Background: an optimization exercise with open tools, aiming at small area. Do not read the settings as production practice. Only simulation tests tie the RTL to the original design; equivalence was not proved. In runs 6 to 8 the design's own scripts or RTL, not TritonCTS, make the clock network. The flow treats the clock pin as an ideal source. Dropping or thinning the clock tree relies on that and would not hold on a real chip. Power figures rest on the tool's default switching activity, not on a simulated workload.

### design.v
module STI_DAC(clk ,reset, load, pi_data, pi_length, pi_fill, pi_msb, pi_low, pi_end,
	       so_data, so_valid,
	       pixel_finish, pixel_dataout, pixel_addr,
	       pixel_wr);
input		clk, reset;
input		load, pi_msb, pi_low, pi_end; 
input	[15:0]	pi_data;
input	[1:0]	pi_length;
input		pi_fill;
output reg		so_data, so_valid;
output reg  pixel_finish, pixel_wr;
output reg [7:0] pixel_addr;
output reg [7:0] pixel_dataout;
reg [10:0] pix_count;
reg [10:0]so_count,cur;
reg [10:0] idx, last;
reg next_bit;
always@(posedge clk or posedge reset)begin
	if(reset)begin
		pixel_addr <= -8'd1;
		pix_count <= -11'd1;
		pixel_wr <= 1'd0;
	end
	else begin
	pixel_wr <= 1'd0;
	if (so_valid) begin
		pixel_dataout[7 - so_count[2:0]] <= so_data;
		if (so_count == 7 || so_count == 15 || so_count == 23 || so_count == 31) begin
			pixel_wr <= 1'd1;
			pixel_addr <= pixel_addr + 1;
			pix_count <= pix_count + 1;
		end
	end
	else if (pi_end && pix_count != 11'd255) begin
		pixel_wr <= 1'd1;
		pixel_dataout <= 8'd0;
		pixel_addr <= pixel_addr + 1;
		pix_count <= pix_count + 1;
	end
	end
end
always @(posedge clk or posedge reset) begin
	if(reset)begin
		so_valid <= 1'd0;
		so_count <= -11'd1;
	end
	else begin
		if (!so_valid) begin
			if (load) begin
				so_valid <= 1'd1;
				so_count <= 11'd0;
				so_data <= next_bit;
			end
		end
		else if (so_count == last) begin
			so_valid <= 1'd0;
			so_count <= -11'd1;
		end
		else begin
			so_count <= so_count + 11'd1;
			so_data <= next_bit;
		end
	end
end
always@(*)begin
	case (pi_length)
		2'b00:begin
			last = 11'd7;
			if (pi_low == 1'd0) begin
				if(pi_msb == 1'd0)begin
					cur = 0;
				end
				else begin
					cur = 1;
				end
			end
			else begin
				if(pi_msb == 1'd0)begin
					cur = 2;
				end
				else begin
					cur = 3;
				end
			end
		end
		2'b01:begin
			last = 11'd15;
			if (pi_msb == 1'd0) begin
				cur = 4;
			end
			else begin
				cur = 5;
			end
		end
		2'b10:begin
			last = 11'd23;
			if (pi_fill == 1'd0) begin
				if(pi_msb == 1'd0)begin
					cur = 6;
				end
				else begin
					cur = 7;
				end
			end
			else begin
				if(pi_msb == 1'd0)begin
					cur = 8;
				end
				else begin
					cur = 9;
				end
			end
		end
		default:begin
			last = 11'd31;
			if (pi_fill == 1'd0) begin
				if(pi_msb == 1'd0)begin
					cur = 10;
				end
				else begin
					cur = 11;
				end
			end
			else begin
				if(pi_msb == 1'd0)begin
					cur = 12;
				end
				else begin
					cur = 13;
				end
			end
		end  
	endcase
	if (so_valid) begin
		idx = so_count + 11'd1;
	end
	else begin
		idx = 11'd0;
	end
	next_bit = 1'd0;
	case (cur)
		0: next_bit = pi_data[idx[3:0]];
		1: next_bit = pi_data[7 - idx[3:0]];
		2: next_bit = pi_data[8 + idx[3:0]];
		3: next_bit = pi_data[15 - idx[3:0]];
		4: next_bit = pi_data[idx[3:0]];
		5: next_bit = pi_data[15 - idx[3:0]];
		6: if (idx <= 11'd15) next_bit = pi_data[idx[3:0]];
		7: if (idx >= 11'd8) next_bit = pi_data[23 - idx];
		8: if (idx >= 11'd8) next_bit = pi_data[idx - 8];
		9: if (idx <= 11'd15) next_bit = pi_data[15 - idx[3:0]];
		10: if (idx <= 11'd15) next_bit = pi_data[idx[3:0]];
		11: if (idx >= 11'd16) next_bit = pi_data[31 - idx];
		12: if (idx >= 11'd16) next_bit = pi_data[idx - 16];
		13: if (idx <= 11'd15) next_bit = pi_data[15 - idx[3:0]];
		default: next_bit = 1'd0;
	endcase
	if(pix_count == 255)begin 
	  pixel_finish = 1'd1;
	end
	else begin
		pixel_finish = 0;
	end
end
endmodule
### constraint.sdc
create_clock -name core_clock -period 5.0 [get_ports {clk}]
set_input_delay 1.0000 -clock core_clock [delete_from_list [all_inputs] [get_ports {clk}]]
set_output_delay 1.0000 -clock core_clock [all_outputs]
set_load 0.01 [all_outputs]
### config.mk
export PLATFORM = sky130hd
export DESIGN_NAME = STI_DAC
export DESIGN_NICKNAME = STI_DAC
export VERILOG_FILES = /design/flow/design.v
export SDC_FILE = /design/flow/constraint.sdc
export NUM_CORES = 4
export LEC_CHECK = 0
export CAP_MARGIN = 20
export CORE_MARGIN = 2
export CORE_UTILIZATION = 40
export SLEW_MARGIN = 20
### run.sh
#!/bin/bash
# synth_recipe.tcl (not shown) runs the flow's synth.tcl, then flattens the netlist and writes it again
# the make line also repeats each setting of config.mk as NAME=value (left out here)
make -C /OpenROAD-flow-scripts/flow DESIGN_CONFIG=/design/flow/config.mk WORK_HOME=/design/flow/orfs CLKGATE_MAP_FILE= SYNTH_SCRIPT=/design/flow/synth_recipe.tcl finish
==> results of run 1 <==
## area by class of cell
class,instances,share of cell area
tap,111,0.03331
multi-input combinational,337,0.5507
timing repair buffer,51,0.1182
inverter,12,0.01200
clock inverter,1,0.001501
clock buffer,7,0.01831
sequential,41,0.2659
## worst paths after layout
path | start | slack, ps | endpoint | depth (start not counted)
worst max-delay path | pi_msb | 1360 | so_data | 9
worst min-delay path | pix_count[10] | 490 | pix_count[10] | 1
worst max register to register | so_count[1] | 1740 | so_data | 10
worst min register to register | pix_count[10] | 490 | pix_count[10] | 1
max in group asynchronous | reset | 3280 | pix_count[0] | 3
min in group asynchronous | reset | 1300 | so_count[0] | 2
## state kept, by name, summed over array words and instances, names as in the netlist
signal         cells
pixel_addr         8
so_valid           1
pixel_dataout      8
so_data            1
pixel_wr           1
so_count          11
pix_count         11
## layer usage
layer  wire length, um  up-vias  part of all wire  GRT usage
li1                  -     1636                 -          -
met2              4514      115              0.47     0.3139
met3               507       12             0.053    0.01811
met4               181        0             0.019    0.05585
met5                 0        -                 0          0
met1              4339     1585              0.45     0.2709
## placed cells by master, fill, tap and decap left out, types with 4 or more instances in the layout
cell type | Yosys | layout
nand2b_1 | 6 | 6
buf_4 | 2 | 7
nand4b_1 | 4 | 4
inv_1 | 8 | 8
o22ai_1 | 6 | 6
mux4_2 | 4 | 4
nand4_1 | 22 | 22
clkdlybuf4s50_1 | 0 | 44
a21o_1 | 4 | 4
and3_1 | 4 | 4
nand3_1 | 21 | 21
clkbuf_8 | 0 | 5
nor3_1 | 16 | 16
and2_1 | 5 | 5
o21ai_0 | 10 | 10
xnor2_1 | 17 | 17
edfxtp_1 | 9 | 9
o21ai_1 | 6 | 6
mux2i_1 | 6 | 6
mux2_1 | 6 | 6
dfstp_2 | 30 | 30
a31oi_1 | 7 | 7
a21oi_1 | 21 | 21
nand2_1 | 47 | 47
ha_1 | 7 | 7
a311oi_1 | 6 | 6
nor2_1 | 34 | 34
xor2_1 | 9 | 9
a22oi_1 | 4 | 4
a211o_1 | 6 | 6
## critical path, cell delays in order
cell	delay (ps)
clkdlybuf4s50_1	600
and4bb_1	860
mux2i_1	260
o22ai_1	90
a311oi_1	300
a211oi_2	100
nand4b_1	140
a31o_1	160
o2111ai_1	140
## power by group through the flow
stage	combinational, mW	clock (mW)	sequential (mW)
5_1_grt	1.99	0.239	0.702
6_report	1.81	0.216	0.684
3_5_place_dp	1.79	0	0.683
3_3_place_gp	1.78	0	0.680
4_1_cts	1.80	0.223	0.681
2_1_floorplan	1.41	0	0.646
## kinds of logic after synthesis
| group | count (synthesis) | share of synthesized area |
|---|---|---|
| mux | 18 | 0.06543 |
| fa+ha+maj | 8 | 0.02631 |
| simple gates | 182 | 0.2594 |
| compound gates | 103 | 0.2064 |
| buf+inv | 49 | 0.08229 |
| xor+xnor | 26 | 0.06138 |
| flops | 41 | 0.2988 |
## per-stage QoR
| stage | instance area (sq um) | util | cells | setup slack, ps |
|---|---|---|---|---|
| floorplan | 3710 | - | 427 | 2284 |
| global placement | 4086 | 0.4486 | 552 | 1198 |
| detailed placement | 4086 | 0.4486 | 552 | 1117 |
| CTS | 4169 | 0.4577 | 560 | 1392 |
| global route | 4169 | 0.4577 | 560 | 1215 |
| finish | 4169 | 0.4577 | 560 | 1365 |
==> impl_metrics.py, run 1 <==
metrics = {
    "floorplanning": {
        "rows": 35,
        "die-height_um": 100.3,
        "start_util": 0.4073,
        "pin_count": 45,
        "core_area_sq_um": 9109,
        "dieArea_sq_um": 10060,
        "die_x_um": 100.3,
    },
    "clock_tree": {
        "ctsResizeCount": 0,
        "cts-root-buf": "clkbuf_8",
        "postCtsSetupRepairBufs": 0,
        "cts_tree": "done",
        "clk_latency_ps": 290,
        "cts_buffer_depth": 2,
        "cts_made_buffers": 5,
        "clk_pin_slew_ps": 80,
        "ctsHoldBuffers": 0,
        "clock-sinks": 41,
        "h-tree-depth": 2,
    },
    "timing": {
        "finClkSkew_ps": 6.301,
        "timing.fmax_mhz": 275.1,
        "setup_violations": 0,
        "grt_setup_unrepaired": "false",
        "setup_tns_ps": 0,
        "post-route-min-period_ps": 3635,
        "post-route-period-util": 0.7271,
        "worst_pin_slew_ps": 812.2,
        "whs_ps": 491.3,
        "max-slew-margin-rel": 0.4565,
        "finalHoldViolCount": 0,
        "finalMaxSlewViolations": 0,
    },
    "final_layout": {
        "n_antenna_cell": 0,
        "drive_above_1_share": 0.1581,
        "multi_input_area_sq_um": 2296,
        "syn_to_final_growth_pct": 12.38,
        "n_fill_cell": 897,
        "seq_area_sq_um": 1109,
        "nNetsFinal": 480,
    },
    "pwr": {
        "p_comb_frac": 0.668,
        "switchingPower_mw": 1.334,
        "ir_drop_mv": 0.3045,
        "p_total_mw": 2.707,
        "seq_power_share": 0.253,
        "leakagePower_nw": 1.530,
        "sw_frac_of_total": 0.4927,
        "cellInternalPower_mw": 1.373,
        "power_density_nw_per_um2": 649.4,
        "clkPwrFrac": 0.080,
    },
    "route": {
        "drtPass1Iterations": 4,
        "routed_wl_mm": 9.542,
        "vias": 3348,
        "antenna_left": 0,
        "wire_per_inst_um": 17.04,
        "dr.first_iter.drc_count": 213,
        "drc": 0,
        "routed_via_density": 5.979,
    },
    "logic_synthesis": {
        "synth_cell_types": 83,
        "syn_area_per_cell_sq_um": 8.688,
        "ys_seq_area_frac": 0.2988,
        "yosysTopAreaCellShare": 0.2125,
        "synth.area.top_cells": "dfstp_2 (21%), edfxtp_1 (7.3%), nand2_1 (4.8%)",
        "synth_common_cells": "nand2_1 (47), nor2_1 (34), dfstp_2 (30)",
        "synth_edf_count": 9,
        "syn-instance-count": 427,
        "synth_most_common_cell": "nand2_1",
        "syn_area_sq_um": 3710,
        "synth-seq-cells": 41,
        "synth_nets": 459,
        "synthArstFlopShare": 0.7805,
        "synthFlopType": "dfstp_2",
        "ys_warn_count": 1,
        "yosys.area.top_type": "dfstp_2",
    },
    "worst_setup_path": {
        "critical_path_class": "in -> reg",
        "worst-path-max-fanout": 20,
        "cp.arrival_ps": 3650,
        "setup.worst_path.end_class": "flip-flop",
        "start_kind": "input port",
        "required_ps": 5020,
    },
    "global_route": {
        "antenna_found_initial": 0,
        "grt_pass1_wl_mm": 15.79,
        "grt.total_usage": 0.1920,
        "grt-ovfl-total": 0,
        "grt_pass1_vias": 3146,
        "grt_max_degree": 45,
    },
    "placement": {
        "dp_hpwl_mm": 6.713,
        "io_buffers": 44,
        "place.gp.congestion": 0.8262,
    },
    "outcome": {
        "outcome": "timing/DRC/antenna clean",
    },
    "job": {
        "drv_cap": 0,
    },
    "worst_hold_path": {
        "hold_class": "reg -> reg",
    },
}
==> run 2: changes to the inputs <==
==> design.v (replaced) <==
module STI_DAC(clk ,reset, load, pi_data, pi_length, pi_fill, pi_msb, pi_low, pi_end,
	       so_data, so_valid,
	       pixel_finish, pixel_dataout, pixel_addr,
	       pixel_wr);
input		clk, reset;
input		load, pi_msb, pi_low, pi_end;
input	[15:0]	pi_data;
input	[1:0]	pi_length;
input		pi_fill;
output		so_data;
output reg	so_valid;
output		pixel_finish;
output reg	pixel_wr;
output reg [7:0] pixel_addr;
output reg [7:0] pixel_dataout;
reg [4:0] k;
reg done;
wire last = (k[2:0] == 3'd7) && (k[4:3] == pi_length);
wire [1:0] b   = k[4:3];
wire [2:0] ib  = k[2:0] ^ {3{pi_msb}};
wire       fl  = pi_fill & pi_length[1];
wire [1:0] off = fl ? pi_length - 2'd1 : 2'd0;
wire [1:0] j   = pi_msb ? pi_length - b : b;
wire [1:0] d   = j - off;
wire       hi  = (pi_length == 2'd0) ? pi_low : d[0];
assign so_data = ~d[1] & pi_data[{hi, ib}];
assign pixel_finish = done | (pixel_wr & (&pixel_addr));
always @(posedge clk or posedge reset) begin
	if (reset) begin
		so_valid <= 1'b0;
		pixel_wr <= 1'b0;
		pixel_addr <= 8'd0;
		done <= 1'b0;
	end
	else begin
		so_valid <= so_valid ? ~last : load;
		pixel_wr <= so_valid ? (k[2:0] == 3'd7) : (pi_end & ~pixel_finish);
		pixel_addr <= pixel_addr + {7'd0, pixel_wr};
		done <= pixel_finish;
	end
end
always @(posedge clk) begin
	k <= so_valid ? k + 5'd1 : 5'd0;
	pixel_dataout <= so_valid ? {pixel_dataout[6:0], so_data} : 8'd0;
end
endmodule
==> flow/run.sh (new file) <==
#!/bin/bash
# Standard ORFS layout, with two changes: the ABC step of the standard synthesis
# maps for area (flow/area.script), and the port buffers are buf_1 cells.
set -euo pipefail
W=$(pwd)
cat > "$W/area_synth.tcl" <<EOT
proc abc {args} {
  set i [lsearch -exact \$args -script]
  if {\$i >= 0} { lset args [expr {\$i + 1}] $W/flow/area.script }
  yosys abc {*}\$args
}
source $W/synth_recipe.tcl
EOT
bash standard.sh SYNTH_SCRIPT="$W/area_synth.tcl" \
  BUFFER_PORTS_ARGS="-buffer_cell sky130_fd_sc_hd__buf_1" finish > "$W/standard.log" 2>&1
==> flow/area.script (new file) <==
strash
dc2
dch -f
amap -m
topo
==> standard.sh (new file) <==
#!/bin/bash
# synth_recipe.tcl (not shown) runs the flow's synth.tcl, then flattens the netlist and writes it again
# the make line also repeats each setting of config.mk as NAME=value (left out here)
make -C /OpenROAD-flow-scripts/flow DESIGN_CONFIG=/design/flow/config.mk WORK_HOME=/design/flow/orfs CLKGATE_MAP_FILE= SYNTH_SCRIPT=/design/flow/synth_recipe.tcl "${@:-finish}"
--- a/config.mk
+++ b/config.mk
@@ -7,5 +7,6 @@
 export LEC_CHECK = 0
 export CAP_MARGIN = 20
 export CORE_MARGIN = 2
-export CORE_UTILIZATION = 40
+export CORE_UTILIZATION = 70
+export CTS_BUF_LIST = sky130_fd_sc_hd__clkbuf_8
 export SLEW_MARGIN = 20
removed: run.sh
==> impl_metrics.py, run 2 <==
metrics = {
    "clock_tree": {
        "ctsHoldBuffers": 0,
        "clk_latency_ps": 260,
        "postCtsSetupRepairBufs": 0,
        "cts_made_buffers": 3,
        "ctsResizeCount": 0,
        "cts_buffer_depth": 2,
        "cts-root-buf": "clkbuf_8",
        "cts_tree": "done",
        "clk_pin_slew_ps": 90,
        "h-tree-depth": 1,
        "clock-sinks": 24,
    },
    "floorplanning": {
        "die-height_um": 43.68,
        "rows": 14,
        "start_util": 0.7403,
        "core_area_sq_um": 1489,
        "die_x_um": 43.68,
        "pin_count": 45,
        "dieArea_sq_um": 1908,
    },
    "worst_setup_path": {
        "reg2regPathDepth": 8,
        "cp_cell_sequence": "buf_1 > clkinv_1 > o22ai_1 > clkinv_1 > o22ai_1 > a221oi_1 > a211oi_1 > a211oi_1 > buf_1",
        "cp_slowest_cell": "o22ai_1",
        "worst-path-max-fanout": 8,
        "cp.arrival_ps": 3110,
        "r2r_end": "pixel_dataout[0]",
        "critical_path_class": "in -> out",
        "critical_path.max_stage_delay_ps": 500,
        "setup.worst_path.end_class": "output pin",
        "timing.rr.start": "k[2]",
        "required_ps": 4000,
        "r2r_slack_ps": 2730,
        "start_kind": "input port",
    },
    "worst_hold_path": {
        "hold_class": "reg -> reg",
        "min_path_cells": 1,
        "min_from": "pixel_dataout[2]",
        "min_to": "pixel_dataout[3]",
    },
    "pwr": {
        "leakagePower_nw": 0.5425,
        "cellInternalPower_uw": 511.9,
        "sw_frac_of_total": 0.3998,
        "seq_power_share": 0.402,
        "ir_drop_mv": 0.3685,
        "p_comb_frac": 0.400,
        "switchingPower_uw": 341.0,
        "power_density_nw_per_um2": 627.7,
        "clkPwrFrac": 0.197,
    },
    "final_layout": {
        "syn_to_final_growth_pct": 23.27,
        "multi_input_area_sq_um": 491.7,
        "drive_above_1_share": 0.02367,
        "final_core_util": 0.9126,
        "final_cell_mix": "buf_1 (44), clkinv_1 (20), o22ai_1 (14)",
        "reg.largest.list": "pixel_addr: 8 flops, pixel_dataout: 8 flops, k: 5 flops",
        "nNetsFinal": 202,
        "mostFrequentLayoutCell": "buf_1",
        "n_fill_cell": 61,
        "seq_area_sq_um": 535.5,
        "n_antenna_cell": 0,
    },
    "timing": {
        "fin_ws_ps": 891.8,
        "setup_tns_ps": 0,
        "finalMaxSlewViolations": 0,
        "timing.fmax_mhz": 243.4,
        "max-slew-margin-rel": 0.6012,
        "worst_pin_slew_ps": 598.2,
        "finalHoldViolCount": 0,
        "setup_violations": 0,
        "post-route-period-util": 0.8216,
        "grt_setup_unrepaired": "false",
        "finClkSkew_ps": 4.059,
        "post-route-min-period_ps": 4108,
    },
    "logic_synthesis": {
        "syn-instance-count": 121,
        "synth_most_common_cell": "clkinv_1",
        "synthArstFlopShare": 0.4583,
        "syn_area_per_cell_sq_um": 9.110,
        "synth-seq-cells": 24,
        "synth_nets": 153,
        "synthFlopType": "dfxtp_1",
        "syn_area_sq_um": 1102,
        "yosys.area.top_type": "dfrtp_1",
        "synth.area.top_cells": "dfrtp_1 (25%), dfxtp_1 (24%), ha_1 (7.9%)",
        "synth_cell_types": 20,
        "yosysTopAreaCellShare": 0.2497,
        "ys_warn_count": 1,
        "synth_edf_count": 0,
        "ys_seq_area_frac": 0.4858,
        "synth_common_cells": "clkinv_1 (20), o22ai_1 (14), dfxtp_1 (13)",
    },
    "route": {
        "drtPass1Iterations": 4,
        "routed_wl_mm": 3.169,
        "antenna_left": 0,
        "drc": 0,
        "dr.first_iter.drc_count": 28,
        "routed_via_density": 6.162,
        "wire_per_inst_um": 17.13,
        "vias": 1140,
    },
    "placement": {
        "io_buffers": 44,
        "place_ws_ps": 995.5,
        "place.gp.congestion": 0.7709,
        "dp_hpwl_mm": 2.181,
    },
    "global_route": {
        "grt_max_degree": 15,
        "antenna_found_initial": 0,
        "grt_pass1_vias": 1149,
        "grt-ovfl-total": 0,
        "grt.total_usage": 0.3859,
        "grt_pass1_wl_mm": 5.285,
    },
    "job": {
        "drv_cap": 0,
    },
    "outcome": {
        "outcome": "timing/DRC/antenna clean",
    },
}
-- run 2: cell count changes after synthesis, sizes merged, moves of 15 or more --
cell,delta
nand2,-40
dfstp,-30
buf,-28
nor2,-26
nand3,-23
nand4,-22
clkinv,+19
xnor2,-17
a21oi,-15
-- run 2: through the flow --
stage          hold slack [ps]  cells  power (mW)  instance area (sq um)
6_report                 480.9    185      0.8529                   1359
5_1_grt                  479.7    185      0.9028                   1359
4_1_cts                  480.2    185      0.8412                   1359
3_5_place_dp             457.2    181      0.6677                   1287
3_3_place_gp             441.4    181      0.6291                   1287
2_1_floorplan            433.1    121      0.5483                   1102
-- run 2: final cells by class --
class                      instances  share of cell area
clock buffer                       3             0.03039
clock inverter                     1             0.02210
inverter                          20             0.05525
multi-input combinational         77              0.3619
sequential                        24              0.3941
tap                               16             0.01473
timing repair buffer              44              0.1215
-- run 2: worst max-delay path: cells and delay by family --
| kind | cells | cell delay (ps) |
|---|---|---|
| buf+inv | 4 | 910 |
| compound gates | 5 | 1190 |
-- run 2: routing by layer --
metal	GRT usage	share of wire	vias to the layer above
li1	-	-	535
met1	0.3940	0.35	518
met2	0.7265	0.55	70
met3	0.06667	0.064	17
met4	0.2121	0.038	0
met5	0	0	-
-- run 2: cells by family (layout without fill, tap and decap cells) --
group	count (synthesis)	count (layout)	synth area share
AOI/OAI and AO/OA	36	36	0.2157
and+or+nand+nor	34	34	0.1510
DFF	24	24	0.4858
buffers and inverters	20	68	0.06810
adders and majority gates	7	7	0.07945
-- run 2: power by group through the flow --
stage                     Clock, mW  Combinational (mW)  Sequential, mW
final                         0.168               0.341           0.343
after global routing          0.172               0.381           0.350
after detailed placement          0               0.333           0.335
after CTS                     0.165               0.337           0.339
after floorplan                   0               0.199           0.349
after global placement            0               0.303           0.326
-- run 2: worst max path at each step --
stage,startpoint,endpoint,depth (start not counted)
after CTS,pi_msb,so_data,9
final,pi_msb,so_data,9
after detailed placement,pi_msb,so_data,9
after global routing,pi_msb,so_data,9
after floorplan,pi_length[0],so_data,9
after global placement,pi_msb,so_data,9
==> run 3: changes to the inputs <==
==> run.sh (new file) <==
#!/bin/bash
# synth_recipe.tcl (not shown) runs the flow's synth.tcl, then flattens the netlist and writes it again
# the make line also repeats each setting of config.mk as NAME=value (left out here)
make -C /OpenROAD-flow-scripts/flow DESIGN_CONFIG=/design/flow/config.mk WORK_HOME=/design/flow/orfs CLKGATE_MAP_FILE= SYNTH_SCRIPT=/design/flow/synth_recipe.tcl finish
--- a/config.mk
+++ b/config.mk
@@ -7,6 +7,5 @@
 export LEC_CHECK = 0
 export CAP_MARGIN = 20
 export CORE_MARGIN = 2
-export CORE_UTILIZATION = 70
-export CTS_BUF_LIST = sky130_fd_sc_hd__clkbuf_8
+export CORE_UTILIZATION = 40
 export SLEW_MARGIN = 20
removed: flow/run.sh
removed: flow/area.script
removed: standard.sh
==> impl_metrics.py, run 3 <==
metrics = {
    "global_route": {
        "grt_pass1_vias": 1110,
        "grt_max_degree": 19,
        "grt_pass1_wl_mm": 4.567,
        "grt.total_usage": 0.1653,
        "grt-ovfl-total": 0,
        "antenna_found_initial": 0,
    },
    "final_layout": {
        "n_antenna_cell": 0,
        "nNetsFinal": 203,
        "drive_above_1_share": 0.04118,
        "final_core_util": 0.5906,
        "syn_to_final_growth_pct": 39.50,
        "mostFrequentLayoutCell": "clkdlybuf4s50_1",
        "reg.largest.list": "pixel_addr: 8 flops, pixel_dataout: 8 flops, k: 5 flops",
        "final_cell_mix": "clkdlybuf4s50_1 (44), dfxtp_1 (13), and2_1 (12), o221ai_1 (12), dfrtp_1 (11)",
    },
    "logic_synthesis": {
        "synth_most_common_cell": "dfxtp_1",
        "ys_warn_count": 1,
        "synth_cell_types": 37,
        "synth_edf_count": 0,
        "synth.area.top_cells": "dfrtp_1 (21%), dfxtp_1 (20%), o221ai_1 (8.1%)",
        "synth-seq-cells": 24,
        "synthArstFlopShare": 0.4583,
        "synthFlopType": "dfxtp_1",
        "syn_area_per_cell_sq_um": 10.18,
        "yosys.area.top_type": "dfrtp_1",
        "syn_area_sq_um": 1292,
        "syn-instance-count": 127,
        "ys_seq_area_frac": 0.4143,
        "yosysTopAreaCellShare": 0.2130,
        "synth_nets": 159,
        "synth_common_cells": "dfxtp_1 (13), and2_1 (12), o221ai_1 (12)",
    },
    "placement": {
        "dp_hpwl_mm": 2.305,
        "io_buffers": 44,
        "place.gp.congestion": 0.7938,
    },
    "floorplanning": {
        "pin_count": 45,
        "die_x_um": 60.85,
        "rows": 20,
        "die-height_um": 60.85,
        "core_area_sq_um": 3053,
        "start_util": 0.4234,
        "dieArea_sq_um": 3702,
    },
    "pwr": {
        "leakagePower_nw": 0.7382,
        "power_density_nw_per_um2": 510.4,
        "ir_drop_mv": 0.1629,
    },
    "route": {
        "antenna_left": 0,
        "dr.first_iter.drc_count": 18,
        "routed_wl_mm": 2.825,
        "routed_via_density": 5.201,
        "drtPass1Iterations": 4,
        "drc": 0,
        "vias": 1113,
        "wire_per_inst_um": 13.20,
    },
    "timing": {
        "finalMaxSlewViolations": 0,
        "finalHoldViolCount": 0,
        "post-route-period-util": 0.9125,
        "worst_pin_slew_ps": 529.9,
        "max-slew-margin-rel": 0.6456,
        "finClkSkew_ps": 1.966,
        "post-route-min-period_ps": 4563,
        "setup_tns_ps": 0,
        "timing.fmax_mhz": 219.2,
        "grt_setup_unrepaired": "false",
        "setup_violations": 0,
    },
    "worst_setup_path": {
        "cp_top_family": "buffers and inverters",
        "setup.worst_path.end_class": "output pin",
        "worst-path-max-fanout": 3,
        "required_ps": 4000,
        "cp_slowest_cell": "clkdlybuf4s50_1",
        "cp_cell_sequence": "clkdlybuf4s50_1 > inv_1 > ha_1 > nand2_1 > o21ai_0 > ha_1 > o21ai_0 > o31ai_1 > nor3_1 > nor3_1 > clkdlybuf4s50_1",
        "critical_path_class": "in -> out",
        "critical_path.max_stage_delay_ps": 500,
        "cp.arrival_ps": 3560,
        "start_kind": "input port",
        "cp_num_buf_inv": 3,
    },
    "clock_tree": {
        "postCtsSetupRepairBufs": 0,
        "clk_latency_ps": 300,
        "h-tree-depth": 1,
        "cts_buffer_depth": 2,
        "cts-root-buf": "clkbuf_4",
        "clock-sinks": 24,
        "clk_pin_slew_ps": 130,
        "ctsHoldBuffers": 0,
        "cts_tree": "done",
        "ctsResizeCount": 0,
        "cts_made_buffers": 3,
    },
    "outcome": {
        "outcome": "timing/DRC/antenna clean",
    },
    "job": {
        "drv_cap": 0,
    },
    "worst_hold_path": {
        "hold_class": "reg -> reg",
    },
}
[run 3: cell count changes after synthesis, moves of 8 or more]
| cell | before | now |
|---|---|---|
| o221ai_1 | 2 | 12 |
| and2_1 | 0 | 12 |
| inv_1 | 0 | 8 |
| clkinv_1 | 20 | 0 |
| xnor2_1 | 0 | 9 |
| o22ai_1 | 14 | 0 |
[run 3: final cells by class]
| type | instances | area [sq um] |
|---|---|---|
| fillers | 300 | 1250 |
| multi-input cells | 90 | 694.4 |
| flip-flops and latches | 24 | 535.5 |
| repair buffers | 44 | 440.4 |
| well taps | 44 | 55.05 |
| clock buffers | 4 | 47.55 |
| inverters | 8 | 30.03 |
[run 3: cell families after synthesis]
| kind of cell | after synthesis | synth area share |
|---|---|---|
| AOI/OAI and AO/OA | 28 | 0.1743 |
| DFF | 24 | 0.4143 |
| buffers and inverters | 13 | 0.04840 |
| and+or+nand+nor | 41 | 0.1984 |
| xor gates and xnor gates | 12 | 0.08132 |
| adders and majority gates | 7 | 0.06776 |
| muxes | 2 | 0.01549 |
[run 3: metrics by stage]
step	setup slack (ps)	cells	cell area [sq um]	total power, mW	hold WS [ps]
after floorplan	1628	127	1292	0.6138	459.1
after global placement	447.3	210	1755	0.7995	440.1
after detailed placement	425.5	210	1755	0.8133	449.3
after CTS	407.3	214	1803	0.9338	481.9
after global routing	255.7	214	1803	0.9925	490.3
final	437.3	214	1803	0.9202	472.5
[run 3: path summary, 6_finish.rpt]
| path | startpoint | end | slack (ps) | cells past startpoint |
|---|---|---|---|---|
| hold reg to reg | pixel_dataout[2] | pixel_dataout[3] | 470 | 1 |
| setup reg to reg | k[3] | pixel_dataout[0] | 2940 | 8 |
| min in group asynchronous | reset | pixel_addr[0] | 970 | 2 |
| hold / removal | pixel_dataout[2] | pixel_dataout[3] | 470 | 1 |
| max in group asynchronous | reset | pixel_addr[5] | 3740 | 2 |
| setup / recovery | pi_length[0] | so_data | 440 | 11 |
[run 3: routing by layer]
layer | global-route usage | share of wire | vias up
li1 | - | - | 558
met1 | 0.1731 | 0.42 | 518
met2 | 0.3287 | 0.54 | 37
met3 | 0.02132 | 0.042 | 0
met4 | 0.06211 | 0 | 0
met5 | 0 | 0 | -
[run 3: worst reg2reg max path, cell delays in order, from the launching register on]
cell	delay, ps
dfxtp_1	370
ha_1	330
nand2_1	70
o21ai_0	110
ha_1	310
o21ai_0	260
o31ai_1	120
nor3_1	270
nor4b_2	100
[run 3: power by group]
group	total, mW	internal, mW	switching, mW
logic	0.444	0.257	0.186
clock network	0.116	0.0610	0.0553
registers	0.360	0.269	0.0909
==> run 4: changes to the inputs <==
--- a/design.v
+++ b/design.v
@@ -15,15 +15,21 @@
 output reg [7:0] pixel_dataout;
 reg [4:0] k;
 reg done;
-wire last = (k[2:0] == 3'd7) && (k[4:3] == pi_length);
-wire [1:0] b   = k[4:3];
-wire [2:0] ib  = k[2:0] ^ {3{pi_msb}};
-wire       fl  = pi_fill & pi_length[1];
-wire [1:0] off = fl ? pi_length - 2'd1 : 2'd0;
-wire [1:0] j   = pi_msb ? pi_length - b : b;
-wire [1:0] d   = j - off;
-wire       hi  = (pi_length == 2'd0) ? pi_low : d[0];
-assign so_data = ~d[1] & pi_data[{hi, ib}];
+wire [1:0] b = k[4:3];
+wire last = (k[2:0] == 3'd7) && (b == pi_length);
+wire df = ~(pi_fill ^ pi_msb);
+reg zero, second;
+always @(*) begin
+	case (pi_length)
+		2'd0: begin zero = 1'b0; second = 1'b0; end
+		2'd1: begin zero = 1'b0; second = b[0]; end
+		2'd2: begin zero = df ? b[1] : (b == 2'd0); second = df ? b[0] : ~b[0]; end
+		default: begin zero = ~(df ^ b[1]); second = b[0]; end
+	endcase
+end
+wire hi = (pi_length == 2'd0) ? pi_low : (pi_msb ^ second);
+wire [2:0] ib = k[2:0] ^ {3{pi_msb}};
+assign so_data = ~zero & pi_data[{hi, ib}];
 assign pixel_finish = done | (pixel_wr & (&pixel_addr));
 always @(posedge clk or posedge reset) begin
 	if (reset) begin
==> flow/run.sh (new file) <==
#!/bin/bash
# Standard ORFS layout, with these changes: the ABC step of the standard synthesis
# maps for area (flow/area.script), the port buffers are buf_1 cells, and CTS
# uses the arguments below.
set -euo pipefail
W=$(pwd)
cat > "$W/area_synth.tcl" <<EOT
proc abc {args} {
  set i [lsearch -exact \$args -script]
  if {\$i >= 0} { lset args [expr {\$i + 1}] $W/flow/area.script }
  yosys abc {*}\$args
}
source $W/synth_recipe.tcl
EOT
bash standard.sh SYNTH_SCRIPT="$W/area_synth.tcl" \
  BUFFER_PORTS_ARGS="-buffer_cell sky130_fd_sc_hd__buf_1" \
  CTS_ARGS="-repair_clock_nets -dont_use_dummy_load -buf_list sky130_fd_sc_hd__clkbuf_16 -root_buf sky130_fd_sc_hd__clkbuf_16" finish > "$W/standard.log" 2>&1
==> flow/area.script (new file) <==
strash
dc2
dch -f
amap -m
topo
==> standard.sh (new file) <==
#!/bin/bash
# synth_recipe.tcl (not shown) runs the flow's synth.tcl, then flattens the netlist and writes it again
# the make line also repeats each setting of config.mk as NAME=value (left out here)
make -C /OpenROAD-flow-scripts/flow DESIGN_CONFIG=/design/flow/config.mk WORK_HOME=/design/flow/orfs CLKGATE_MAP_FILE= SYNTH_SCRIPT=/design/flow/synth_recipe.tcl "${@:-finish}"
--- a/config.mk
+++ b/config.mk
@@ -7,5 +7,5 @@
 export LEC_CHECK = 0
 export CAP_MARGIN = 20
 export CORE_MARGIN = 2
-export CORE_UTILIZATION = 40
+export CORE_UTILIZATION = 70
 export SLEW_MARGIN = 20
removed: run.sh
==> impl_metrics.py, run 4 <==
metrics = {
    "placement": {
        "io_buffers": 44,
        "dp.cells": 174,
        "dp_hpwl_mm": 1.873,
        "place.gp.congestion": 0.8029,
    },
    "logic_synthesis": {
        "synth-seq-cells": 24,
        "syn_area_sq_um": 1062,
        "ys_warn_count": 1,
        "syn-instance-count": 114,
        "yosysTopAreaCellShare": 0.2591,
        "synth_nets": 143,
        "synthFlopType": "dfxtp_1",
        "synthArstFlopShare": 0.4583,
        "synth.area.top_cells": "dfrtp_1 (26%), dfxtp_1 (24%), clkinv_1 (6.0%)",
        "syn_area_per_cell_sq_um": 9.318,
        "synth_cell_types": 23,
        "yosys.area.top_type": "dfrtp_1",
        "synth_common_cells": "clkinv_1 (17), dfxtp_1 (13), dfrtp_1 (11)",
        "synth_edf_count": 0,
        "ys_seq_area_frac": 0.5041,
        "synth_most_common_cell": "clkinv_1",
    },
    "clock_tree": {
        "clk_latency_ps": 250,
        "cts_buffer_depth": 2,
        "ctsHoldBuffers": 0,
        "cts_tree": "done",
        "clock-sinks": 24,
        "h-tree-depth": 1,
        "cts_made_buffers": 3,
        "cts-root-buf": "clkbuf_16",
        "postCtsSetupRepairBufs": 0,
        "ctsResizeCount": 0,
        "clk_pin_slew_ps": 60,
    },
    "global_route": {
        "grt-ovfl-total": 0,
        "grt_max_degree": 15,
        "grt_pass1_vias": 992,
        "antenna_found_initial": 0,
        "grt.total_usage": 0.3247,
        "grt_pass1_wl_mm": 4.347,
    },
    "final_layout": {
        "nNetsFinal": 192,
        "mostFrequentLayoutCell": "buf_1",
        "instances_no_fill": 177,
        "reg.largest.list": "pixel_addr: 8 flops, pixel_dataout: 8 flops, k: 5 flops",
        "drive_above_1_share": 0.01863,
        "syn_to_final_growth_pct": 24.50,
        "final_cell_mix": "buf_1 (44), clkinv_1 (17), dfxtp_1 (13)",
        "n_antenna_cell": 0,
    },
    "floorplanning": {
        "die-height_um": 42.96,
        "rows": 14,
        "start_util": 0.7219,
        "dieArea_sq_um": 1845,
        "pin_count": 45,
        "die_x_um": 42.96,
        "core_area_sq_um": 1471,
    },
    "worst_setup_path": {
        "r2r_end": "pixel_dataout[0]",
        "critical_path_class": "in -> out",
        "required_ps": 4000,
        "r2r_slack_ps": 2710,
        "timing.rr.start": "k[2]",
        "setup.worst_path.end_class": "output pin",
        "cp.arrival_ps": 3110,
        "start_kind": "input port",
        "reg2regPathDepth": 8,
        "cp-startpoint": "pi_msb",
        "worst-path-max-fanout": 7,
    },
    "pwr": {
        "leakagePower_nw": 0.5201,
        "p_total_uw": 827.0,
        "ir_drop_mv": 0.4096,
        "power_density_nw_per_um2": 625.3,
    },
    "worst_hold_path": {
        "min_path_cells": 1,
        "min_to": "pixel_dataout[7]",
        "hold_class": "reg -> reg",
        "min_from": "pixel_dataout[6]",
    },
    "route": {
        "routed_via_density": 5.864,
        "antenna_left": 0,
        "routed_wl_mm": 2.557,
        "dr.first_iter.drc_count": 36,
        "drc": 0,
        "wire_per_inst_um": 14.45,
        "vias": 1038,
        "drtPass1Iterations": 4,
    },
    "timing": {
        "finClkSkew_ps": 7.886,
        "finalMaxSlewViolations": 0,
        "post-route-min-period_ps": 4108,
        "grt_setup_unrepaired": "false",
        "finalHoldViolCount": 0,
        "setup_tns_ps": 0,
        "worst_pin_slew_ps": 547.5,
        "setup_violations": 0,
        "timing.fmax_mhz": 243.4,
        "post-route-period-util": 0.8216,
        "max-slew-margin-rel": 0.6350,
    },
    "job": {
        "drv_cap": 0,
    },
    "outcome": {
        "outcome": "timing/DRC/antenna clean",
    },
}
run 4: cell types whose count changed after synthesis, moves of 6 or more:
cell	delta
nor2b_1	+6
xnor2_1	-9
o221ai_1	-12
clkinv_1	+17
and2_1	-12
nor2_1	+8
o22ai_1	+9
inv_1	-8
run 4: power breakdown:
part           internal (mW)  leakage, nW  total, mW  switching (mW)
registers              0.276        0.249      0.339          0.0636
clock network          0.105       0.0370      0.164          0.0585
logic                  0.129        0.235      0.324           0.195
run 4: worst max path at each step:
stage,slack [ps],cells past startpoint,endpoint
after detailed placement,1000,8,so_data
after global routing,780,9,so_data
after global placement,1200,9,so_data
after CTS,990,8,so_data
after floorplan,1680,6,so_data
final,890,8,so_data
run 4: critical path: stages:
cell and delay, ps:
buf_1 230, clkinv_1 180, o22ai_1 450, clkinv_1 310
a22oi_1 240, o22ai_1 100, a211oi_1 400, buf_1 200
run 4: routing by layer:
layer / part of all wire / up-vias / track usage
li1: - / 507 / -
met5: 0 / - / 0
met3: 0.034 / 8 / 0.04255
met2: 0.56 / 41 / 0.5909
met4: 0.032 / 0 / 0.1758
met1: 0.38 / 482 / 0.3601
run 4: through the flow:
stage / utilization / hold slack [ps] / cell area, sq um / setup WS [ps]
3_3_place_gp: 0.8478 / 442.7 / 1247 / 1200
3_5_place_dp: 0.8478 / 451.4 / 1247 / 995.3
5_1_grt: 0.8988 / 478.0 / 1323 / 783.9
4_1_cts: 0.8988 / 466.3 / 1323 / 985.5
6_report: 0.8988 / 463.1 / 1323 / 892.0
2_1_floorplan: - / 433.1 / 1062 / 1676
run 4: cells by family after synthesis:
group                    after synthesis  share of synthesized area
adder cells (fa/ha/maj)                4                    0.04712
buffers and inverters                 17                    0.06007
multiplexers                           1                   0.009423
AND/OR/NAND/NOR                       35                     0.1590
AO/OA/AOI/OAI                         33                     0.2203
flip-flops                            24                     0.5041
run 4: area by class of cell:
cell class	count	area, sq um
fillers	73	148.9
multi-input cells	73	462.9
repair buffers	44	165.2
flip-flops and latches	24	535.5
inverters	17	63.81
clock buffers	3	75.07
well taps	16	20.02
==> run 5: changes to the inputs <==
==> flow/run.sh (replaced) <==
#!/bin/bash
# Standard ORFS layout, with these changes: the ABC step of the standard synthesis
# maps for area (flow/area.script), the port buffers are buf_1 cells, and the
# clock reaches the registers through a single buffer (flow/cts.tcl) instead of
# CTS's tree.
set -euo pipefail
W=$(pwd)
cat > "$W/area_synth.tcl" <<EOT
proc abc {args} {
  set i [lsearch -exact \$args -script]
  if {\$i >= 0} { lset args [expr {\$i + 1}] $W/flow/area.script }
  yosys abc {*}\$args
}
source $W/synth_recipe.tcl
EOT
export CLOCK_BUFFER_CELL=sky130_fd_sc_hd__clkbuf_8
bash standard.sh SYNTH_SCRIPT="$W/area_synth.tcl" \
  BUFFER_PORTS_ARGS="-buffer_cell sky130_fd_sc_hd__buf_1" \
  PRE_CTS_TCL="$W/flow/cts.tcl" finish > "$W/standard.log" 2>&1
==> flow/cts.tcl (new file) <==
# Clock distribution in place of CTS's tree: one clock buffer, placed at the
# centre of the registers, drives every register's clock pin; the clock port
# drives only this buffer. cts.tcl then legalises it and repairs timing as usual.
set block [ord::get_db_block]
set xs 0
set ys 0
set n 0
foreach inst [$block getInsts] {
  if {[[$inst getMaster] isSequential]} {
    set b [$inst getBBox]
    set xs [expr {$xs + ([$b xMin] + [$b xMax]) / 2.0}]
    set ys [expr {$ys + ([$b yMin] + [$b yMax]) / 2.0}]
    incr n
  }
}
set dbu [$block getDbUnitsPerMicron]
set x [expr {$xs / $n / $dbu}]
set y [expr {$ys / $n / $dbu}]
insert_buffer -buffer_cell $::env(CLOCK_BUFFER_CELL) -net clk -location [list $x $y] \
  -buffer_name clkbuf_0_clk -net_name clknet_0_clk
[$block findNet clknet_0_clk] setSigType CLOCK
set_propagated_clock [all_clocks]
puts "clock buffer $::env(CLOCK_BUFFER_CELL) at $x $y drives $n registers"
proc clock_tree_synthesis {args} { puts "clock_tree_synthesis skipped: one clock buffer is in place" }
==> impl_metrics.py, run 5 <==
metrics = {
    "outcome": {
        "outcome": "aborted with a tool error",
        "lastStage": "clock tree synthesis",
        "error": "Error: cts.tcl, 6 invalid command name \"NULL\"",
    },
    "logic_synthesis": {
        "synth-compound-area-share": 0.2203,
        "synth-seq-cells": 24,
        "syn_area_sq_um": 1062,
        "syn-instance-count": 114,
        "synth_xor_area_frac": 0,
        "syn_area_per_cell_sq_um": 9.318,
        "synth_nets": 143,
        "synthArstFlopShare": 0.4583,
        "yosys.area.top_type": "dfrtp_1",
        "synth_common_cells": "clkinv_1 (17), dfxtp_1 (13), dfrtp_1 (11)",
        "synth.area.top_cells": "dfrtp_1 (26%), dfxtp_1 (24%), clkinv_1 (6.0%)",
        "synth_cell_types": 23,
        "synth_most_common_cell": "clkinv_1",
        "synth_edf_count": 0,
        "synth-adder-area-share": 0.04711,
        "ys_seq_area_frac": 0.5041,
        "ys_warn_count": 1,
        "yosys.area_share.simple": 0.1590,
        "yosysTopAreaCellShare": 0.2591,
        "synth_mux_area_frac": 0.009423,
        "synth_top_family_by_area": "compound AO/OA/AOI/OAI gates",
        "synthFlopType": "dfxtp_1",
    },
    "floorplanning": {
        "start_util": 0.7219,
        "pin_count": 45,
        "die_x_um": 42.96,
        "die-height_um": 42.96,
        "rows": 14,
    },
    "placement": {
        "place.gp.congestion": 0.8029,
        "dp_hpwl_mm": 1.873,
        "dpl_cell_area_sq_um": 1247,
        "io_buffers": 44,
    },
}
[run 5: power groups by stage]
stage	clock (mW)	sequential (mW)	combinational [mW]
2_1_floorplan	0	0.357	0.190
3_3_place_gp	0	0.332	0.297
3_5_place_dp	0	0.338	0.316
[run 5: kinds of logic after synthesis]
logic type / after synthesis
buffers and inverters: 17
and+or+nand+nor: 35
AOI/OAI and AO/OA: 33
muxes: 1
adders and majority gates: 4
DFF: 24
[run 5: worst max path at each step]
stage | from | to | slack, ps
detailed placement | pi_msb | so_data | 1000
global placement | pi_msb | so_data | 1200
floorplan | pi_msb | so_data | 1680
[run 5: through the flow]
step / total power [mW] / setup WS [ps] / std cells
2_1_floorplan: 0.5471 / 1676 / 114
3_3_place_gp: 0.6294 / 1200 / 174
3_5_place_dp: 0.6531 / 995.3 / 174
==> run 6: changes to the inputs <==
==> flow/run.sh (replaced) <==
#!/bin/bash
# Standard ORFS layout, with these changes: the ABC step of the standard synthesis
# maps for area (flow/area.script) with no adder cells, the port buffers are buf_1 cells, and the
# clock reaches the registers through a single buffer (flow/cts.tcl) instead of
# CTS's tree.
set -euo pipefail
W=$(pwd)
cat > "$W/area_synth.tcl" <<EOT
proc abc {args} {
  set i [lsearch -exact \$args -script]
  if {\$i >= 0} { lset args [expr {\$i + 1}] $W/flow/area.script }
  yosys abc {*}\$args
}
source $W/synth_recipe.tcl
EOT
export CLOCK_BUFFER_CELL=sky130_fd_sc_hd__clkbuf_4 CLOCK_BUFFER_COUNT=2
bash standard.sh SYNTH_SCRIPT="$W/area_synth.tcl" \
  BUFFER_PORTS_ARGS="-buffer_cell sky130_fd_sc_hd__buf_1" \
  ADDER_MAP_FILE= PRE_CTS_TCL="$W/flow/cts.tcl" finish > "$W/standard.log" 2>&1
==> flow/cts.tcl (replaced) <==
# Clock distribution in place of CTS's tree: the registers are split by
# position into CLOCK_BUFFER_COUNT groups, and one clock buffer placed at the
# centre of each group drives its clock pins. The clock port drives only these
# buffers. cts.tcl then legalises them and repairs timing as usual.
set block [ord::get_db_block]
set dbu [$block getDbUnitsPerMicron]
set flops {}
foreach inst [$block getInsts] {
  if {[[$inst getMaster] isSequential]} {
    set b [$inst getBBox]
    lappend flops [list [$inst getName] [expr {([$b xMin] + [$b xMax]) / 2.0 / $dbu}] \
      [expr {([$b yMin] + [$b yMax]) / 2.0 / $dbu}]]
  }
}
# split the registers in k groups of near equal size by recursive bisection
# along the wider side
proc clock_groups {flops k} {
  if {$k <= 1 || [llength $flops] <= 1} { return [list $flops] }
  set xs [lmap f $flops {lindex $f 1}]
  set ys [lmap f $flops {lindex $f 2}]
  set wx [expr {[tcl::mathfunc::max {*}$xs] - [tcl::mathfunc::min {*}$xs]}]
  set wy [expr {[tcl::mathfunc::max {*}$ys] - [tcl::mathfunc::min {*}$ys]}]
  set sorted [lsort -real -index [expr {$wx >= $wy ? 1 : 2}] $flops]
  set k1 [expr {$k / 2}]
  set n1 [expr {int(round(double([llength $flops]) * $k1 / $k))}]
  return [concat [clock_groups [lrange $sorted 0 [expr {$n1 - 1}]] $k1] \
    [clock_groups [lrange $sorted $n1 end] [expr {$k - $k1}]]]
}
set g 0
foreach group [clock_groups $flops $::env(CLOCK_BUFFER_COUNT)] {
  set pins {}
  set xs 0.0
  set ys 0.0
  foreach f $group {
    lappend pins [get_pins [lindex $f 0]/CLK]
    set xs [expr {$xs + [lindex $f 1]}]
    set ys [expr {$ys + [lindex $f 2]}]
  }
  set x [expr {$xs / [llength $group]}]
  set y [expr {$ys / [llength $group]}]
  insert_buffer -buffer_cell $::env(CLOCK_BUFFER_CELL) -net clk -load_pins $pins \
    -location [list $x $y] -buffer_name clkbuf_$g -net_name clknet_$g
  puts "clock buffer $g: $::env(CLOCK_BUFFER_CELL) at $x $y drives [llength $group] registers"
  incr g
}
foreach it [[$block findNet clk] getITerms] {
  [[[$it getInst] findITerm X] getNet] setSigType CLOCK
}
puts "the clock port drives [llength [[$block findNet clk] getITerms]] pins"
set_propagated_clock [all_clocks]
proc clock_tree_synthesis {args} { puts "clock_tree_synthesis skipped: the clock buffers are in place" }
--- a/config.mk
+++ b/config.mk
@@ -6,6 +6,6 @@
 export NUM_CORES = 4
 export LEC_CHECK = 0
 export CAP_MARGIN = 20
-export CORE_MARGIN = 2
-export CORE_UTILIZATION = 70
+export CORE_AREA = 2.3 2.72 57.5 59.84
+export DIE_AREA = 0 0 59.8 62.56
 export SLEW_MARGIN = 20
==> impl_metrics.py, run 6 <==
metrics = {
    "placement": {
        "dp.cells": 191,
        "place.gp.congestion": 0.7645,
        "dp_hpwl_mm": 1.674,
        "io_buffers": 44,
    },
    "logic_synthesis": {
        "synth_common_cells": "nor2_1 (22), clkinv_1 (13), dfxtp_1 (13)",
        "synth.area.top_cells": "dfrtp_1 (27%), dfxtp_1 (26%), nor2_1 (8.2%)",
        "ys_warn_count": 1,
        "synthArstFlopShare": 0.4583,
        "synth-seq-cells": 24,
        "syn_area_per_cell_sq_um": 8.913,
        "synth_cell_types": 19,
        "yosys.area.top_type": "dfrtp_1",
        "yosysTopAreaCellShare": 0.2733,
        "synth_edf_count": 0,
        "synthFlopType": "dfxtp_1",
        "synth_most_common_cell": "nor2_1",
        "syn-instance-count": 113,
        "syn_area_sq_um": 1007,
        "synth_nets": 138,
        "ys_seq_area_frac": 0.5317,
    },
    "timing": {
        "post-route-period-util": 0.7800,
        "finalMaxSlewViolations": 0,
        "finalHoldViolCount": 0,
        "timing.fmax_mhz": 256.4,
        "grt_setup_unrepaired": "false",
        "worst_pin_slew_ps": 504.8,
        "finClkSkew_ps": 3.907,
        "setup_violations": 0,
        "whs_ps": 461.1,
        "max-slew-margin-rel": 0.6634,
        "setup_tns_ps": 0,
        "post-route-min-period_ps": 3900,
    },
    "global_route": {
        "met3_usage": 0.004141,
        "grt_util_met1": 0.1557,
        "use_met2": 0.1780,
        "grt_max_degree": 14,
        "gr-max-usage-layer": "met2",
        "grt_pass1_wl_mm": 3.367,
        "grt.total_usage": 0.1067,
        "grt_pass1_vias": 794,
        "antenna_found_initial": 0,
        "grt-ovfl-total": 0,
    },
    "final_layout": {
        "instances_no_fill": 193,
        "syn_to_final_growth_pct": 22.11,
        "drive_above_1_share": 0.01258,
        "n_antenna_cell": 0,
        "reg.largest.list": "pixel_addr: 8 flops, pixel_dataout: 8 flops, k: 5 flops",
        "nNetsFinal": 186,
        "mostFrequentLayoutCell": "buf_1",
        "final_cell_mix": "buf_1 (44), nor2_1 (22), clkinv_1 (13), dfxtp_1 (13), dfrtp_1 (11)",
    },
    "worst_setup_path": {
        "start_kind": "input port",
        "r2r_slack_ps": 2840,
        "endpoint": "so_data",
        "cp-startpoint": "pi_msb",
        "cp.arrival_ps": 2900,
        "reg2regPathDepth": 8,
        "cp_slowest_cell": "a21oi_1",
        "path_depth": 9,
        "worst-path-max-fanout": 8,
        "cp_cell_sequence": "buf_1 > nor2_1 > a21oi_1 > clkinv_1 > a221oi_1 > nor3_1 > nor3_1 > a211oi_1 > buf_1",
        "critical_path_class": "in -> out",
        "cp_num_buf_inv": 3,
        "timing.rr.start": "k[2]",
        "required_ps": 4000,
        "setup.worst_path.end_class": "output pin",
        "cp_top_family": "compound AO/OA/AOI/OAI gates",
        "critical_path.max_stage_delay_ps": 410,
        "r2r_end": "pixel_dataout[0]",
    },
    "route": {
        "wire_per_inst_um": 10.60,
        "routed_via_density": 4.979,
        "routed_wl_mm": 2.045,
        "dr.first_iter.drc_count": 32,
        "drc": 0,
        "vias": 961,
        "drtPass1Iterations": 4,
        "antenna_left": 0,
    },
    "worst_hold_path": {
        "hold_class": "reg -> reg",
    },
    "pwr": {
        "power_density_nw_per_um2": 566.5,
        "leakagePower_nw": 0.4859,
        "ir_drop_mv": 0.2093,
    },
    "clock_tree": {
        "clk_pin_slew_ps": 120,
        "ctsHoldBuffers": 0,
        "ctsResizeCount": 0,
        "postCtsSetupRepairBufs": 0,
        "clk_latency_ps": 170,
    },
    "outcome": {
        "outcome": "timing/DRC/antenna clean",
    },
    "floorplanning": {
        "dieArea_sq_um": 3741,
        "die-height_um": 62.56,
        "pin_count": 45,
        "die_x_um": 59.80,
        "start_util": 0.3194,
        "rows": 21,
        "core_area_sq_um": 3153,
    },
    "job": {
        "drv_cap": 0,
    },
}
run 6: cell types whose count changed after synthesis, moves of 2 or more:
cell      before  now
a21oi_1        2    7
and2_0         0    2
and3_1         0    4
clkinv_1      17   13
ha_1           4    0
nand2_1        7    4
nand3_1        2    0
nor2_1         9   22
nor2b_1       10    8
nor3_1         6    3
run 6: cell families after synthesis:
group	Yosys count	share of synthesized area
AOI/OAI and AO/OA	33	0.2211
buffers and inverters	13	0.04845
DFF	24	0.5317
and+or+nand+nor	43	0.1987
run 6: worst min path at each step:
stage                     startpoint                to  slack [ps]  cells past startpoint
floorplan                       k[0]              k[0]         420                      1
global route        pixel_dataout[2]  pixel_dataout[3]         490                      1
CTS                             k[0]              k[0]         470                      1
global placement                k[0]              k[0]         440                      1
detailed placement              k[0]              k[0]         440                      1
finish                          k[0]              k[0]         460                      1
run 6: metal layers:
layer	part of all wire	up-vias
met5	0	-
met4	0.013	0
met3	0.056	2
met2	0.47	39
met1	0.46	427
li1	-	493
run 6: area by class of cell, clock buffers not listed:
type	count	area, sq um
Tap cell	34	42.54
Sequential cell	24	535.5
Multi-Input combinational cell	76	422.9
Fill cell	329	1923
Inverter	13	48.80
Timing Repair Buffer	44	165.2
run 6: where the power goes:
group	switching (mW)	internal (mW)	total, mW
combinational	0.181	0.121	0.302
clock	0.0466	0.0193	0.0659
sequential	0.0540	0.275	0.329
run 6: stage by stage:
stage               utilization  cell area [sq um]  total power, mW  setup WS (ps)
floorplan                     -               1007           0.5394           1754
global placement         0.3853               1215           0.6246           1282
detailed placement       0.3853               1215           0.6395           1115
CTS                      0.3901               1230           0.7057           1120
global route             0.3901               1230           0.7637          785.5
finish                   0.3901               1230           0.6968           1100
==> run 7: changes to the inputs <==
--- a/config.mk
+++ b/config.mk
@@ -8,4 +8,5 @@
 export CAP_MARGIN = 20
 export CORE_AREA = 2.3 2.72 57.5 59.84
 export DIE_AREA = 0 0 59.8 62.56
+export PLACE_DENSITY = 0.9
 export SLEW_MARGIN = 20
==> impl_metrics.py, run 7 <==
metrics = {
    "final_layout": {
        "instances_no_fill": 193,
        "n_antenna_cell": 0,
        "n_fill_cell": 337,
        "final_cell_mix": "buf_1 (44), nor2_1 (22), clkinv_1 (13), dfxtp_1 (13), dfrtp_1 (11)",
        "reg.largest.list": "pixel_addr: 8 flops, pixel_dataout: 8 flops, k: 5 flops",
        "syn_to_final_growth_pct": 22.11,
        "drive_above_1_share": 0.01258,
        "final_core_util": 0.3901,
        "nNetsFinal": 186,
        "mostFrequentLayoutCell": "buf_1",
        "postLayoutCellArea_sq_um": 1230,
    },
    "timing": {
        "timing.fmax_mhz": 262.3,
        "post-route-min-period_ps": 3812,
        "finalHoldViolCount": 0,
        "grt_setup_unrepaired": "false",
        "finalMaxSlewViolations": 0,
        "setup_violations": 0,
        "post-route-period-util": 0.7624,
        "whs_ps": 462.9,
        "worst_pin_slew_ps": 480.4,
        "max-slew-margin-rel": 0.6798,
        "finClkSkew_ps": 4.737,
        "fin_ws_ps": 1188,
        "setup_tns_ps": 0,
    },
    "global_route": {
        "antenna_found_initial": 0,
        "grt_pass1_vias": 781,
        "grt_max_degree": 14,
        "grt-ovfl-total": 0,
        "grt_pass1_wl_mm": 3.215,
        "grt.total_usage": 0.1034,
    },
    "placement": {
        "dp.cells": 191,
        "dpl_cell_area_sq_um": 1215,
        "dp_hpwl_mm": 1.604,
        "place.gp.congestion": 0.8131,
        "place_ws_ps": 1184,
        "io_buffers": 44,
    },
    "route": {
        "wire_per_inst_um": 10.26,
        "drc": 0,
        "routed_wl_mm": 1.981,
        "vias": 944,
        "dr.first_iter.drc_count": 36,
        "routed_via_density": 4.891,
        "drtPass1Iterations": 2,
        "antenna_left": 0,
    },
    "logic_synthesis": {
        "ys_warn_count": 1,
        "syn_area_per_cell_sq_um": 8.913,
        "synth_xor_area_frac": 0,
        "yosysTopAreaCellShare": 0.2733,
        "synth.area.top_cells": "dfrtp_1 (27%), dfxtp_1 (26%), nor2_1 (8.2%)",
        "synth-seq-cells": 24,
        "synth-compound-area-share": 0.2211,
        "synth_nets": 138,
        "syn_area_sq_um": 1007,
        "syn-instance-count": 113,
        "synth_common_cells": "nor2_1 (22), clkinv_1 (13), dfxtp_1 (13)",
        "synth_cell_types": 19,
        "synthArstFlopShare": 0.4583,
        "synth-adder-area-share": 0,
        "synthFlopType": "dfxtp_1",
        "synth_mux_area_frac": 0,
        "synth_edf_count": 0,
        "synth_most_common_cell": "nor2_1",
        "synth_top_family_by_area": "compound AO/OA/AOI/OAI gates",
        "ys_seq_area_frac": 0.5317,
        "yosys.area.top_type": "dfrtp_1",
        "yosys.area_share.simple": 0.1988,
    },
    "worst_setup_path": {
        "cp_slowest_cell": "a21oi_1",
        "reg2regPathDepth": 8,
        "critical_path_class": "in -> out",
        "required_ps": 4000,
        "cp_cell_sequence": "buf_1 > nor2_1 > a21oi_1 > clkinv_1 > a221oi_1 > nor3_1 > nor3_1 > a211oi_1 > buf_1",
        "timing.rr.start": "k[2]",
        "critical_path.max_stage_delay_ps": 400,
        "cp_num_buf_inv": 3,
        "start_kind": "input port",
        "cp-startpoint": "pi_msb",
        "cp.arrival_ps": 2810,
        "setup.worst_path.end_class": "output pin",
        "worst-path-max-fanout": 8,
        "r2r_end": "pixel_dataout[0]",
        "endpoint": "so_data",
        "r2r_slack_ps": 2910,
        "cp_top_family": "compound AO/OA/AOI/OAI gates",
        "path_depth": 9,
    },
    "clock_tree": {
        "clk_pin_slew_ps": 110,
        "ctsResizeCount": 0,
        "clk_latency_ps": 180,
        "postCtsSetupRepairBufs": 0,
        "ctsHoldBuffers": 0,
    },
    "pwr": {
        "p_total_uw": 694.2,
        "power_density_nw_per_um2": 564.4,
        "leakagePower_nw": 0.4859,
        "ir_drop_mv": 0.2022,
    },
    "outcome": {
        "outcome": "timing/DRC/antenna clean",
    },
    "floorplanning": {
        "start_util": 0.3194,
        "die_x_um": 59.80,
        "core_area_sq_um": 3153,
        "die-height_um": 62.56,
        "rows": 21,
        "dieArea_sq_um": 3741,
        "pin_count": 45,
    },
    "worst_hold_path": {
        "hold_class": "reg -> reg",
    },
    "job": {
        "drv_cap": 0,
    },
}
run 7: cells by family after synthesis:
logic type,Yosys count
AOI/OAI and AO/OA,33
and+or+nand+nor,43
buffers and inverters,13
DFF,24
run 7: how the worst min path moves through the flow:
stage | start | cells past startpoint | end | slack (ps)
finish | k[0] | 1 | k[0] | 460
CTS | k[0] | 1 | k[0] | 460
detailed placement | k[0] | 1 | k[0] | 440
global placement | k[0] | 1 | k[0] | 430
floorplan | k[0] | 1 | k[0] | 420
global route | pixel_dataout[2] | 1 | pixel_dataout[3] | 480
run 7: final cells by class, clock buffers not listed:
type                            count  area (sq um)  area share
Sequential cell                    24         535.5      0.4354
Multi-Input combinational cell     76         422.9      0.3438
Timing Repair Buffer               44         165.2      0.1343
Inverter                           13         48.80     0.03967
Tap cell                           34         42.54     0.03459
run 7: power by group:
| group | switching, mW | internal (mW) |
|---|---|---|
| clock network | 0.0469 | 0.0193 |
| logic | 0.178 | 0.121 |
| registers | 0.0543 | 0.275 |
run 7: metal layers:
metal  share of wire  track usage  up-vias
met1            0.47       0.1327      400
met5               0            0        -
li1                -            -      496
met4           0.035      0.03056        0
met3           0.073     0.008282        7
met2            0.43       0.1793       41
==> run 8: changes to the inputs <==
--- a/flow/run.sh
+++ b/flow/run.sh
@@ -13,7 +13,7 @@
 }
 source $W/synth_recipe.tcl
 EOT
-export CLOCK_BUFFER_CELL=sky130_fd_sc_hd__clkbuf_4 CLOCK_BUFFER_COUNT=2
+export CLOCK_BUFFER_CELL=sky130_fd_sc_hd__clkbuf_4 CLOCK_BUFFER_COUNT=3
 bash standard.sh SYNTH_SCRIPT="$W/area_synth.tcl" \
   BUFFER_PORTS_ARGS="-buffer_cell sky130_fd_sc_hd__buf_1" \
   ADDER_MAP_FILE= PRE_CTS_TCL="$W/flow/cts.tcl" finish > "$W/standard.log" 2>&1
--- a/config.mk
+++ b/config.mk
@@ -8,5 +8,4 @@
 export CAP_MARGIN = 20
 export CORE_AREA = 2.3 2.72 57.5 59.84
 export DIE_AREA = 0 0 59.8 62.56
-export PLACE_DENSITY = 0.9
 export SLEW_MARGIN = 20
==> impl_metrics.py, run 8 <==
metrics = {
    "worst_setup_path": {
        "cp_num_buf_inv": 3,
        "r2r_slack_ps": 2840,
        "cp.arrival_ps": 2900,
        "cp_top_family": "compound AO/OA/AOI/OAI gates",
        "required_ps": 4000,
        "critical_path.max_stage_delay_ps": 410,
        "worst-path-max-fanout": 8,
        "setup.worst_path.end_class": "output pin",
        "cp_slowest_cell": "a21oi_1",
        "critical_path_class": "in -> out",
        "cp_cell_sequence": "buf_1 > nor2_1 > a21oi_1 > clkinv_1 > a221oi_1 > nor3_1 > nor3_1 > a211oi_1 > buf_1",
        "start_kind": "input port",
    },
    "logic_synthesis": {
        "synth-seq-cells": 24,
        "yosysTopAreaCellShare": 0.2733,
        "synthArstFlopShare": 0.4583,
        "synth_cell_types": 19,
        "syn_area_sq_um": 1007,
        "synth_common_cells": "nor2_1 (22), clkinv_1 (13), dfxtp_1 (13)",
        "yosys.area.top_type": "dfrtp_1",
        "synth_edf_count": 0,
        "synth_most_common_cell": "nor2_1",
        "synth.area.top_cells": "dfrtp_1 (27%), dfxtp_1 (26%), nor2_1 (8.2%)",
        "synthFlopType": "dfxtp_1",
        "ys_warn_count": 1,
        "syn-instance-count": 113,
        "synth_nets": 138,
        "ys_seq_area_frac": 0.5317,
        "syn_area_per_cell_sq_um": 8.913,
    },
    "timing": {
        "finClkSkew_ps": 6.725,
        "post-route-period-util": 0.7800,
        "finalHoldViolCount": 0,
        "worst_pin_slew_ps": 504.7,
        "timing.fmax_mhz": 256.4,
        "finalMaxSlewViolations": 0,
        "setup_tns_ps": 0,
        "setup_violations": 0,
        "max-slew-margin-rel": 0.6635,
        "fin_ws_ps": 1100,
        "grt_setup_unrepaired": "false",
        "post-route-min-period_ps": 3900,
    },
    "floorplanning": {
        "rows": 21,
        "dieArea_sq_um": 3741,
        "pin_count": 45,
        "die-height_um": 62.56,
        "core_area_sq_um": 3153,
        "start_util": 0.3194,
        "die_x_um": 59.80,
    },
    "route": {
        "routed_via_density": 4.985,
        "antenna_left": 0,
        "routed_wl_mm": 2.034,
        "dr.first_iter.drc_count": 30,
        "vias": 967,
        "drtPass1Iterations": 4,
        "drc": 0,
        "wire_per_inst_um": 10.48,
    },
    "global_route": {
        "grt_pass1_wl_mm": 3.401,
        "grt.total_usage": 0.1079,
        "grt-ovfl-total": 0,
        "grt_pass1_vias": 812,
        "grt_max_degree": 14,
        "antenna_found_initial": 0,
    },
    "final_layout": {
        "mostFrequentLayoutCell": "buf_1",
        "final_cell_mix": "buf_1 (44), nor2_1 (22), clkinv_1 (13), dfxtp_1 (13), dfrtp_1 (11)",
        "syn_to_final_growth_pct": 22.86,
        "n_antenna_cell": 0,
        "nNetsFinal": 187,
        "drive_above_1_share": 0.01875,
        "reg.largest.list": "pixel_addr: 8 flops, pixel_dataout: 8 flops, k: 5 flops",
    },
    "placement": {
        "place.gp.congestion": 0.7645,
        "io_buffers": 44,
        "place_ws_ps": 1115,
        "dp_hpwl_mm": 1.674,
    },
    "clock_tree": {
        "clk_latency_ps": 150,
        "postCtsSetupRepairBufs": 0,
        "clk_pin_slew_ps": 80,
        "ctsResizeCount": 0,
        "ctsHoldBuffers": 0,
    },
    "pwr": {
        "ir_drop_mv": 0.1892,
        "leakagePower_nw": 0.4905,
        "p_total_uw": 703.4,
        "power_density_nw_per_um2": 568.5,
    },
    "outcome": {
        "outcome": "timing/DRC/antenna clean",
    },
    "job": {
        "drv_cap": 0,
    },
    "worst_hold_path": {
        "hold_class": "reg -> reg",
    },
}
[run 8: cell counts after synthesis]
Identical to the previous run, type by type.
[run 8: logic make-up (layout without fill, tap and decap cells)]
| group | after synthesis | count (layout) | share of synthesized area |
|---|---|---|---|
| simple gates | 43 | 43 | 0.1987 |
| buf+inv | 13 | 60 | 0.04845 |
| compound gates | 33 | 33 | 0.2211 |
| flops | 24 | 24 | 0.5317 |
[run 8: per-layer routing]
metal  GRT usage  wire length, um  vias to the layer above
li1            -                -                      495
met1      0.1519              902                      432
met2      0.1834             1011                       38
met3    0.006211              102                        2
met4     0.01389               18                        0
met5           0                0                        -
[run 8: worst paths after layout]
check / start / endpoint / depth (start not counted)
max in group asynchronous: reset / pixel_addr[1] / 2
min in group asynchronous: reset / pixel_addr[5] / 2
max reg2reg: k[2] / pixel_dataout[0] / 8
max: pi_msb / so_data / 9
min: k[0] / k[0] / 1
min reg2reg: k[0] / k[0] / 1
[run 8: layout make-up, clock buffers not listed]
class	instances	area [sq um]
fillers	327	1916
inverters	13	48.80
multi-input cells	76	422.9
flip-flops and latches	24	535.5
well taps	34	42.54
repair buffers	44	165.2
[run 8: per-stage QoR]
step | std cells | utilization | area [sq um] | hold WS (ps)
CTS | 194 | 0.3925 | 1237 | 460.5
finish | 194 | 0.3925 | 1237 | 454.9
global placement | 191 | 0.3853 | 1215 | 436.1
floorplan | 113 | - | 1007 | 417.2
detailed placement | 191 | 0.3853 | 1215 | 442.2
global route | 194 | 0.3925 | 1237 | 484.3
[run 8: where the power goes]
group	internal [mW]	total (mW)	switching (mW)
Combinational	0.121	0.302	0.181
Sequential	0.275	0.329	0.0537
Clock	0.0286	0.0723	0.0437

afterwards: timing with drivers on the ports:
How much do the figures lean on ideal ports? The routed layouts below were timed once more, with nothing changed but the port constraints. Step 1 assumes that a clkbuf_16 drives the clock port and a buf_2 every other input. Step 2 times the ports against the registers' clock, not the clock port: input delays grow and output delays shrink by t, the midpoint of the rising clock arrivals with the driver on. Slacks: ideal / step 1 / step 2; pairs: ideal / step 1.
run | t (ns) | setup slack, ns | slew at the worst register clock pin (ns) | pins driven straight from the clock port
run 1 | 0.311 | 1.365 / 1.372 / 1.060 | 0.08 / 0.08 | 1
run 2 | 0.284 | 0.892 / 0.869 / 0.869 | 0.09 / 0.09 | 1
run 3 | 0.323 | 0.437 / 0.402 / 0.402 | 0.13 / 0.13 | 1
run 4 | 0.281 | 0.892 / 0.871 / 0.871 | 0.06 / 0.06 | 1
run 6 | 0.197 | 1.100 / 1.077 / 1.077 | 0.12 / 0.12 | 2
run 7 | 0.199 | 1.188 / 1.165 / 1.165 | 0.12 / 0.12 | 2
run 8 | 0.175 | 1.100 / 1.077 / 1.077 | 0.08 / 0.08 | 3
After both steps every run listed still meets setup and hold. The setup slack of run 1, which loses most, moves by +0.007 ns with the drivers and by -0.305 ns with both steps.
